This is an optimization exercise on Yosys and OpenROAD, whose aim is small area, not a production implementation.
The RTL was checked by simulation tests, not by an equivalence proof against the original design.
Power and IR drop assume default switching activity.

## odin_neuron_update
module odin_neuron_update (
    input  wire          CLK,
    input  wire [127:0]  NEUR_STATE,                
    input  wire [ 31:0]  SYNARRAY_RDATA,            
    input  wire          SYN_SIGN,                  
    input  wire [  2:0]  NEUR_ADDR_LSB,             
    input  wire [  4:0]  CTRL_NEUR_VIRTS,           
    input  wire          CTRL_NEUR_EVENT,           
    input  wire          CTRL_NEUR_TREF,            
    input  wire          CTRL_NEUR_BURST_END,       
    input  wire          SPI_PROPAGATE_UNMAPPED_SYN,
    output reg  [ 57:0]  NEUR_STATE_NEXT,           
    output reg           NEUR_V_UP_NEXT,
    output reg           NEUR_V_DOWN_NEXT,
    output reg  [  6:0]  NEUR_EVENT_OUT,
    output wire [ 14:0]  NEUR_STATE_MONITOR
);
For scale: ~870 cells after synthesis, about 68 flip-flops, about 5500 um^2 of cells after synthesis.
==> flow/config.mk <==
export PLATFORM = sky130hd
export DESIGN_NAME = odin_neuron_update
export DESIGN_NICKNAME = odin_neuron_update
export VERILOG_FILES = /design/flow/design.v
export SDC_FILE = /design/flow/constraint.sdc
export NUM_CORES = 4
export LEC_CHECK = 0
export CAP_MARGIN = 20
export CORE_MARGIN = 2
export CORE_UTILIZATION = 50
export CTS_BUF_LIST = sky130_fd_sc_hd__clkbuf_8
export GPL_TIMING_DRIVEN = 0
export SLEW_MARGIN = 20
==> flow/constraint.sdc <==
create_clock -name core_clock -period 12.0 [get_ports {CLK}]
set_input_delay 2.4000 -clock core_clock [delete_from_list [all_inputs] [get_ports {CLK}]]
set_output_delay 2.4000 -clock core_clock [all_outputs]
set_load 0.01 [all_outputs]
standard.sh (not shown) runs the stock make flow with config.mk's settings and CLKGATE_MAP_FILE= SYNTH_SCRIPT=/design/flow/synth_recipe.tcl, a recipe that flattens the netlist after the stock synthesis.
==> flow/flow/run.sh <==
#!/bin/bash
# Own layout flow: the standard ORFS flow, with two changes.
#  - Synthesis (own_synth.tcl): the standard synthesis script, except that
#    arithmetic is left as plain gates for ABC (no full/half adder cell
#    extraction) and ABC uses an area-oriented script (abc_area_deep.script).
#    The registers, their names and cell types are those of the standard synthesis.
#  - Port buffers use the smallest buffer cell (buf_1) instead of the one
#    buffer_ports picks by default.
#  - Clock tree synthesis inserts no dummy loads.
set -euo pipefail
W=$(pwd)
sed -e "s#@ABC_SCRIPT@#$W/flow/abc_area_deep.script#" -e "s#@FLOW_SYNTH@#$W/synth_recipe.tcl#" flow/own_synth.tcl > own_synth.tcl
bash standard.sh \
  SYNTH_SCRIPT=$W/own_synth.tcl \
  "BUFFER_PORTS_ARGS=-buffer_cell sky130_fd_sc_hd__buf_1" \
  "CTS_ARGS=-sink_clustering_enable -repair_clock_nets -dont_use_dummy_load -buf_list sky130_fd_sc_hd__clkbuf_8 -sink_clustering_size 30 -sink_clustering_max_diameter 150" \
  finish > standard_flow.log 2>&1
==> flow/flow/abc_area_deep.script <==
strash
&get -n
&deepsyn -T 240
&put
dch -f
amap -F 4 -A 8
strash
dch -f
amap -F 4 -A 8
topo
stime -c
==> flow/flow/own_synth.tcl <==
# The standard synthesis (synth_recipe.tcl) with two changes: arithmetic is
# left as plain gates for ABC (no full/half adder cell extraction), and ABC
# runs an area-oriented script instead of ORFS's speed script.
proc extract_fa {args} { puts "own flow: full/half adder extraction skipped" }
proc abc {args} {
  set i [lsearch -exact $args -script]
  if { $i >= 0 } { set args [lreplace $args $i [expr {$i + 1}] -script @ABC_SCRIPT@] }
  yosys abc {*}$args
}
source @FLOW_SYNTH@
Then changed:
--- a/flow/flow/run.sh
+++ b/flow/flow/run.sh
@@ -7,5 +7,4 @@
 #  - Port buffers use the smallest buffer cell (buf_1) instead of the one
 #    buffer_ports picks by default.
-#  - Clock tree synthesis inserts no dummy loads.
 set -euo pipefail
 W=$(pwd)
@@ -14,4 +13,3 @@
   SYNTH_SCRIPT=$W/own_synth.tcl \
   "BUFFER_PORTS_ARGS=-buffer_cell sky130_fd_sc_hd__buf_1" \
-  "CTS_ARGS=-sink_clustering_enable -repair_clock_nets -dont_use_dummy_load -buf_list sky130_fd_sc_hd__clkbuf_8 -sink_clustering_size 30 -sink_clustering_max_diameter 150" \
   finish > standard_flow.log 2>&1
==> flow/flow/abc_area_deep.script (replaced) <==
strash
&get -n
&deepsyn -T 60
&put
dch -f
amap -F 4 -A 8
topo
stime -c
Result:
- cell count grows slightly
- global-route usage decreases by 0.20 points
- hold slack gets worse by 5.5 ps
Then changed:
--- a/flow/flow/run.sh
+++ b/flow/flow/run.sh
@@ -7,4 +7,5 @@
 #  - Port buffers use the smallest buffer cell (buf_1) instead of the one
 #    buffer_ports picks by default.
+#  - Clock tree synthesis inserts no dummy loads.
 set -euo pipefail
 W=$(pwd)
@@ -13,3 +14,4 @@
   SYNTH_SCRIPT=$W/own_synth.tcl \
   "BUFFER_PORTS_ARGS=-buffer_cell sky130_fd_sc_hd__buf_1" \
+  "CTS_ARGS=-sink_clustering_enable -repair_clock_nets -dont_use_dummy_load -buf_list sky130_fd_sc_hd__clkbuf_8 -sink_clustering_size 30 -sink_clustering_max_diameter 150" \
   finish > standard_flow.log 2>&1
==> flow/flow/abc_area_deep.script (replaced) <==
strash
&get -n
&deepsyn -T 240
&put
dch -f
amap -F 4 -A 8
topo
stime -c
CORE_UTILIZATION = 60   (was 50)
Effect:
- clock power went down by 23%
- sequential power is about the same
- total power drops by 10%
- first-iteration DRC count went up by 12%
- die area fell by 18%
- hold slack gains 9.4 ps
- synthesized cell count is lower by 2.0%
- clock-buffer cell count does not change
Then changed:
==> flow/flow/abc_area_deep.script (replaced) <==
strash
&get -n
&deepsyn -T 600
&put
dch -f
amap -F 4 -A 8
topo
stime -c
CORE_UTILIZATION = 70   (was 60)
Result:
- The changed run stopped in 5_1_grt
- synthesized cell count is lower by 2.9%
- area after synthesis falls by 1.2%
Then changed:
==> flow/flow/abc_area_deep.script (replaced) <==
strash
&get -n
&deepsyn -T 240
&put
dch -f
amap -F 4 -A 8
topo
stime -c
CORE_UTILIZATION = 50   (was 70)
Result: The new run completed with no timing, DRC or antenna violations. Synthesized cell count rose by 3.0%. Area after synthesis rose by 1.2%.
Then changed:
==> flow/flow/abc_area_deep.script (replaced) <==
strash
&get -n
&deepsyn -T 1200
&put
dch -f
amap -F 4 -A 8
topo
stime -c
=>
- The new run went through all stages and came out clean
- routed wire length increases by 1.2%
- global-route usage increases by 0.79 points
- synthesized area decreases by about 1.2%
- power increases by about 0.3%
- sequential power stays flat
- setup slack degrades by 250 ps
- non-clock buffer count increases by 6
- final cell count decreases by about 1.8%
- worst hold slack improves by 7.9 ps
- clock-buffer cell count is unchanged
- die area decreases by about 1.2%

==> port drivers added, routing unchanged <==
In the flow no input, the clock included, has a driving cell. The finished layouts below were timed again as built, in two steps.
Step 1 sets driving cells, clkbuf_16 on the clock port and buf_2 on the other inputs (assumed; they add their load-dependent delay and slew).
Step 2 moves the port delays by t, midway between the first and last clock arrival at a register: inputs arrive t later, outputs are due t later. That takes back most of the time a late clock gives input paths.
a / b / c = ideal ports / drivers / drivers and shift; a / b = the first two.
run	t (ns)	setup slack, ns	hold slack, ns	slew at the worst register clock pin (ns)
the first run	0.397	0.365 / 0.365 / -0.032	2.121 / 2.106 / 2.503	0.09 / 0.09
the second run	0.406	0.861 / 0.873 / 0.467	2.115 / 2.106 / 2.512	0.09 / 0.09
the third run	0.386	0.653 / 0.667 / 0.281	2.125 / 2.112 / 2.498	0.09 / 0.09
the fifth run	0.396	0.858 / 0.870 / 0.475	2.115 / 2.101 / 2.497	0.08 / 0.08
the sixth run	0.388	0.606 / 0.623 / 0.235	2.123 / 2.112 / 2.500	0.07 / 0.07
Met with ideal ports but missed after step 2: setup timing in the first run. For the first run, which loses most, drivers alone change the setup slack by 0.000 ns; drivers and shift together by -0.397 ns.
